This is an optimization exercise on Yosys and OpenROAD, whose aim is small area, not a production implementation.
In this exercise RTL edits were held to simulation tests only and were not proved equivalent to the original.

==> inputs of build 28 <==
Design top_module, start of the top module:
module top_module (
    input         clk, rstn,
    input         pkt_vd,
    input         re0, re1, re2,
    input  [7:0]  din,
    output        vo0, vo1, vo2,
    output        busy, error,
    output [7:0]  dout0, dout1, dout2
);
    wire sr0, sr1, sr2;
    wire parity_done, fifo_full, low_pkt_vd;
    wire fe0, fe1, fe2;
    wire full0, full1, full2;
    wire detect_addr, ld_state, laf_state, write_enb_reg;
    wire lfd_state, rst_int_reg;
    wire [2:0] we;
    wire [7:0] data_out;
    fifo f1 (.clk(clk), .rstn(rstn), .we(we[0]), .re(re0), .soft_rst(sr0),
             .din(data_out), .dout(dout0), .full(full0), .empty(fe0));
    fifo f2 (.clk(clk), .rstn(rstn), .we(we[1]), .re(re1), .soft_rst(sr1),
             .din(data_out), .dout(dout1), .full(full1), .empty(fe1));
    fifo f3 (.clk(clk), .rstn(rstn), .we(we[2]), .re(re2), .soft_rst(sr2),
             .din(data_out), .dout(dout2), .full(full2), .empty(fe2));
    fsm fb (
        .clk(clk), .rstn(rstn), .pkt_vd(pkt_vd), .din(din[1:0]),
        .fifo_full(fifo_full),
        .fifo_empty0(fe0), .fifo_empty1(fe1), .fifo_empty2(fe2),
        .sft_rst(sr0 | sr1 | sr2),
        .parity_done(parity_done), .low_pkt_vd(low_pkt_vd),
        .detect_add(detect_addr), .ld_state(ld_state), .laf_state(laf_state),
        .lfd_state(lfd_state), .write_enb_reg(write_enb_reg),
        .rst_in_reg(rst_int_reg), .busy(busy)
    );
    register r1 (
        .clk(clk), .rstn(rstn), .pkt_vd(pkt_vd), .fifo_full(fifo_full),
        .rst_in_reg(rst_int_reg),
        .detect_addr(detect_addr), .ld_state(ld_state), .laf_state(laf_state),
        .din(din),
        .parity_done(parity_done), .low_pkt_vd(low_pkt_vd), .error(error),
        .dout(data_out)
    );
    synchronizer_block s1 (
        .clk(clk), .rstn(rstn),
        .detect_addr(detect_addr), .write_enb_reg(write_enb_reg),
        .re0(re0), .re1(re1), .re2(re2),
        .e0(fe0), .e1(fe1), .e2(fe2),
        .f0(full0), .f1(full1), .f2(full2),
        .din(din[1:0]),
        .vo0(vo0), .vo1(vo1), .vo2(vo2),
  ...
==> module fifo, before the edit <==
module fifo (
    input            clk,
    input            rstn,
    input            we,
    input            re,
    input            soft_rst,
    input      [7:0] din,
    output reg [7:0] dout,
    output           full,
    output           empty
);
    reg [4:0] last;
    reg [7:0] mem [15:0];
    integer i;
    assign empty = last[4];
    assign full  = (last == 5'd15);
    wire do_wr = we & ~full;
    wire do_rd = re & ~empty;
    always @(posedge clk) begin
        if (!rstn || soft_rst)
            last <= 5'b11111;
        else if (do_wr && !do_rd)
            last <= last + 5'd1;
        else if (do_rd && !do_wr)
            last <= last - 5'd1;
    end
    always @(posedge clk)
        if (do_wr) begin
            mem[0] <= din;
            for (i = 1; i < 16; i = i + 1)
                mem[i] <= mem[i-1];
        end
    always @(posedge clk) begin
        if (!rstn || soft_rst)
            dout <= 8'd0;
        else if (do_rd)
            dout <= mem[last[3:0]];
    end
endmodule
==> module synchronizer_block, before the edit <==
module synchronizer_block (
    input        clk, rstn,
    input        detect_addr, write_enb_reg,
    input        re0, re1, re2,
    input        e0, e1, e2,
    input        f0, f1, f2,
    input  [1:0] din,
    output reg   fifo_full,
    output       vo0, vo1, vo2,
    output       sr0, sr1, sr2,
    output reg [2:0] we
);
    reg [1:0] address;
    reg [4:0] count_0, count_1, count_2;
    always @(posedge clk) begin
        if (!rstn)
            address <= 2'b00;
        else if (detect_addr)
            address <= din;
    end
    always @(*) begin
        we = 3'b000;
        if (write_enb_reg)
            case (address)
                2'b00: we = 3'b001;
                2'b01: we = 3'b010;
                2'b10: we = 3'b100;
                default: we = 3'b000;
            endcase
    end
    always @(*) begin
        case (address)
            2'b00: fifo_full = f0;
            2'b01: fifo_full = f1;
            2'b10: fifo_full = f2;
            default: fifo_full = 1'b0;
        endcase
    end
    assign vo0 = ~e0;
    assign vo1 = ~e1;
    assign vo2 = ~e2;
    assign sr0 = (count_0 == 5'b10000);
    assign sr1 = (count_1 == 5'b10000);
    assign sr2 = (count_2 == 5'b10000);
    always @(posedge clk) begin
        if (!rstn || e0 || re0) count_0 <= 5'd0;
        else count_0 <= {count_0[3:0], count_0[4] ^ count_0[1] ^ ~|count_0};
    end
    always @(posedge clk) begin
        if (!rstn || e1 || re1) count_1 <= 5'd0;
        else count_1 <= {count_1[3:0], count_1[4] ^ count_1[1] ^ ~|count_1};
    end
    always @(posedge clk) begin
        if (!rstn || e2 || re2) count_2 <= 5'd0;
        else count_2 <= {count_2[3:0], count_2[4] ^ count_2[1] ^ ~|count_2};
    end
endmodule
clock: 5.0 ns
lec_check: 0
cap_margin: 20
core_margin: 2
core_utilization: 60
place_density: 0.8
slew_margin: 20
standard.sh (not shown) runs the stock make flow with config.mk's settings and CLKGATE_MAP_FILE= SYNTH_SCRIPT=/design/flow/synth_recipe.tcl, a recipe that flattens the netlist after the stock synthesis.
==> flow/flow/run.sh <==
#!/bin/bash
# The standard layout (standard.sh), with these changes:
#  - synthesis maps the logic with an area-oriented ABC script (flow/area.abc)
#    and without ORFS's half/full-adder extraction; the rest of the synthesis
#    script is the standard flow's own, so the registers are the standard synthesis's;
#  - no pre-placement timing repair at floorplan (REMOVE_ABC_BUFFERS=1): it
#    upsizes cells against unplaced, unbuffered wire loads;
#  - clock tree: clkbuf_4 sink clusters of up to 10 flops, no dummy loads;
#  - port buffers use the smallest buffer cell (buf_1).
# Each tool's full output goes to ORFS's logs; make's output to standard.log.
set -euo pipefail
HERE=$(pwd)
cat flow/abc_override.tcl synth_recipe.tcl > my_synth.tcl
sed "s#SYNTH_SCRIPT=[^ ]*#SYNTH_SCRIPT=$HERE/my_synth.tcl#" standard.sh > my_standard.sh
export MY_ABC_SCRIPT=$HERE/flow/area.abc
export ADDER_MAP_FILE=
export REMOVE_ABC_BUFFERS=1
export CTS_ARGS="-sink_clustering_enable -repair_clock_nets -buf_list sky130_fd_sc_hd__clkbuf_4 -dont_use_dummy_load -sink_clustering_size 10 -sink_clustering_max_diameter 40"
export BUFFER_PORTS_ARGS="-buffer_cell sky130_fd_sc_hd__buf_1"
bash my_standard.sh > standard.log 2>&1
==> flow/flow/abc_override.tcl <==
# Map the combinational logic with an area-oriented ABC script (flow/area.abc)
# instead of ORFS's delay-driven one. Everything else in synthesis is unchanged.
proc abc {args} {
  set i [lsearch -exact $args -script]
  if { $i >= 0 } { set args [lreplace $args $i [expr {$i + 1}] -script $::env(MY_ABC_SCRIPT)] }
  set i [lsearch -exact $args -D]
  if { $i >= 0 } { set args [lreplace $args $i [expr {$i + 1}]] }
  yosys abc {*}$args
}
==> flow/flow/area.abc <==
strash
&get -n
&st
&dch
&nf -a -R 1000 -Q 100 -C 32
&put
mfs2 -a
strash
&get -n
&st
&dch
&nf -a -R 1000 -Q 100 -C 32
&put
mfs2 -a
strash
&get -n
&st
&dch
&nf -a -R 1000 -Q 100 -C 32
&put
==> build 35 (differences from build 28) <==
--- a/flow/design.v
+++ b/flow/design.v
@@ -11,7 +11,8 @@
 );
-    reg [4:0] last;
+    reg [3:0] wr_pt, rd_pt;
+    reg       wrap;                  
     reg [7:0] mem [15:0];
-    integer i;
-    assign empty = last[4];
-    assign full  = (last == 5'd15);
+    wire same = (wr_pt == rd_pt);
+    assign empty = same & ~wrap;
+    assign full  = same &  wrap;
     wire do_wr = we & ~full;
@@ -19,15 +20,14 @@
     always @(posedge clk) begin
-        if (!rstn || soft_rst)
-            last <= 5'b11111;
-        else if (do_wr && !do_rd)
-            last <= last + 5'd1;
-        else if (do_rd && !do_wr)
-            last <= last - 5'd1;
+        if (!rstn || soft_rst) begin
+            wr_pt <= 4'd0;
+            rd_pt <= 4'd0;
+            wrap  <= 1'b0;
+        end else begin
+            if (do_rd) rd_pt <= rd_pt + 4'd1;
+            if (do_wr) wr_pt <= wr_pt + 4'd1;
+            wrap <= wrap ^ (do_wr & (&wr_pt)) ^ (do_rd & (&rd_pt));
+        end
     end
     always @(posedge clk)
-        if (do_wr) begin
-            mem[0] <= din;
-            for (i = 1; i < 16; i = i + 1)
-                mem[i] <= mem[i-1];
-        end
+        if (do_wr) mem[wr_pt] <= din;
     always @(posedge clk) begin
@@ -36,3 +36,3 @@
         else if (do_rd)
-            dout <= mem[last[3:0]];
+            dout <= mem[rd_pt];
     end
@@ -198,8 +198,8 @@
     assign vo2 = ~e2;
-    assign sr0 = (count_0 == 5'b10000);
-    assign sr1 = (count_1 == 5'b10000);
-    assign sr2 = (count_2 == 5'b10000);
+    assign sr0 = &count_0;
+    assign sr1 = &count_1;
+    assign sr2 = &count_2;
     always @(posedge clk) begin
         if (!rstn || e0 || re0) count_0 <= 5'd0;
-        else count_0 <= {count_0[3:0], count_0[4] ^ count_0[1] ^ ~|count_0};
+        else                    count_0 <= (count_0 + 5'd1) | {4'd0, sr0};
     end
@@ -207,3 +207,3 @@
         if (!rstn || e1 || re1) count_1 <= 5'd0;
-        else count_1 <= {count_1[3:0], count_1[4] ^ count_1[1] ^ ~|count_1};
+        else                    count_1 <= (count_1 + 5'd1) | {4'd0, sr1};
     end
@@ -211,3 +211,3 @@
         if (!rstn || e2 || re2) count_2 <= 5'd0;
-        else count_2 <= {count_2[3:0], count_2[4] ^ count_2[1] ^ ~|count_2};
+        else                    count_2 <= (count_2 + 5'd1) | {4'd0, sr2};
     end
==> flow/run.sh (new file) <==
#!/bin/bash
# synth_recipe.tcl (not shown) runs the flow's synth.tcl, then flattens the netlist and writes it again
# the make line also repeats each setting of config.mk as NAME=value (left out here)
make -C /OpenROAD-flow-scripts/flow DESIGN_CONFIG=/design/flow/config.mk WORK_HOME=/design/flow/orfs CLKGATE_MAP_FILE= SYNTH_SCRIPT=/design/flow/synth_recipe.tcl finish
Settings changed: CORE_UTILIZATION 60 to 40, PLACE_DENSITY 0.8 to not set.
removed: flow/flow/run.sh
removed: flow/flow/abc_override.tcl
removed: flow/flow/area.abc
removed: flow/standard.sh
==> trial 54 (differences from build 28) <==
--- a/flow/design.v
+++ b/flow/design.v
@@ -11,7 +11,8 @@
 );
-    reg [4:0] last;
+    reg [3:0] wr_pt, rd_pt;
+    reg       wrap;                  
     reg [7:0] mem [15:0];
-    integer i;
-    assign empty = last[4];
-    assign full  = (last == 5'd15);
+    wire same = (wr_pt == rd_pt);
+    assign empty = same & ~wrap;
+    assign full  = same &  wrap;
     wire do_wr = we & ~full;
@@ -19,15 +20,14 @@
     always @(posedge clk) begin
-        if (!rstn || soft_rst)
-            last <= 5'b11111;
-        else if (do_wr && !do_rd)
-            last <= last + 5'd1;
-        else if (do_rd && !do_wr)
-            last <= last - 5'd1;
+        if (!rstn || soft_rst) begin
+            wr_pt <= 4'd0;
+            rd_pt <= 4'd0;
+            wrap  <= 1'b0;
+        end else begin
+            if (do_rd) rd_pt <= rd_pt + 4'd1;
+            if (do_wr) wr_pt <= wr_pt + 4'd1;
+            wrap <= wrap ^ (do_wr & (&wr_pt)) ^ (do_rd & (&rd_pt));
+        end
     end
     always @(posedge clk)
-        if (do_wr) begin
-            mem[0] <= din;
-            for (i = 1; i < 16; i = i + 1)
-                mem[i] <= mem[i-1];
-        end
+        if (do_wr) mem[wr_pt] <= din;
     always @(posedge clk) begin
@@ -36,3 +36,3 @@
         else if (do_rd)
-            dout <= mem[last[3:0]];
+            dout <= mem[rd_pt];
     end
@@ -198,8 +198,8 @@
     assign vo2 = ~e2;
-    assign sr0 = (count_0 == 5'b10000);
-    assign sr1 = (count_1 == 5'b10000);
-    assign sr2 = (count_2 == 5'b10000);
+    assign sr0 = &count_0;
+    assign sr1 = &count_1;
+    assign sr2 = &count_2;
     always @(posedge clk) begin
         if (!rstn || e0 || re0) count_0 <= 5'd0;
-        else count_0 <= {count_0[3:0], count_0[4] ^ count_0[1] ^ ~|count_0};
+        else                    count_0 <= (count_0 + 5'd1) | {4'd0, sr0};
     end
@@ -207,3 +207,3 @@
         if (!rstn || e1 || re1) count_1 <= 5'd0;
-        else count_1 <= {count_1[3:0], count_1[4] ^ count_1[1] ^ ~|count_1};
+        else                    count_1 <= (count_1 + 5'd1) | {4'd0, sr1};
     end
@@ -211,3 +211,3 @@
         if (!rstn || e2 || re2) count_2 <= 5'd0;
-        else count_2 <= {count_2[3:0], count_2[4] ^ count_2[1] ^ ~|count_2};
+        else                    count_2 <= (count_2 + 5'd1) | {4'd0, sr2};
     end
==> flow/flow/run.sh (replaced) <==
#!/bin/bash
export CTS_ARGS="-sink_clustering_enable -repair_clock_nets -buf_list sky130_fd_sc_hd__clkbuf_8 -dont_use_dummy_load -sink_clustering_size 20 -sink_clustering_max_diameter 40"
bash standard.sh > standard.log 2>&1
Settings changed: ABC_AREA set to 1, CORE_UTILIZATION 60 to 55, PLACE_DENSITY 0.8 to not set.
removed: flow/flow/abc_override.tcl
removed: flow/flow/area.abc
==> results.tsv <==
metric	value	unit
status	finished clean	
FP Rows	82	
Root Driver	clkbuf_16	
num tapcells	672	
ClkCell Share	0.06804	
die area	51970	um^2
WL per Instance	21.49	um
the above is filed under build 35

==> results.tsv <==
metric	value	unit
status	finished clean	
FP Rows	69	
ClkCell Share	0.03539	
Root Driver	clkbuf_8	
clock tree buffer depth	3	
num tapcells	461	
Inverters, non-clock	98	
max-cap viol count	0	
WL per Instance	20.98	um
Placed Cells	2172	
the above is filed under trial 54

==> results.tsv <==
metric	value	unit
FP Rows	62	
status	finished clean	
WL per Instance	24.03	um
Root Driver	clkbuf_4	
die area	30060	um^2
num tapcells	384	
Antenna Nets Post-Route	0	
Worst-path clk slew	110	ps
Simple-Gate Fraction of Synth Area	0.07305	
the above is filed under build 28

separate check: timing with driven ports:
The results above use ideal ports. As a check the final layouts listed here were re-extracted and re-timed, cells and wires unchanged.
Step 1: set_driving_cell puts a clkbuf_16 on clk and a buf_2 on each other input, an assumption about the parent block.
Step 2, shift: input delay + t, output delay - t, t = (earliest + latest rising clock arrival at the registers) / 2. This alone moves slack from input paths to output paths.
a / b / c = ideal / step 1 / step 2; a / b = the first two.
run	t (ns)	setup WS [ns]	worst register clock-pin slew, ns
build 28	0.726	1.524 / 1.524 / 1.524	0.11 / 0.11
build 35	0.630	1.280 / 1.227 / 1.476	0.07 / 0.07
trial 54	0.677	1.241 / 1.192 / 1.838	0.10 / 0.10
After both steps every run listed still meets setup and hold.
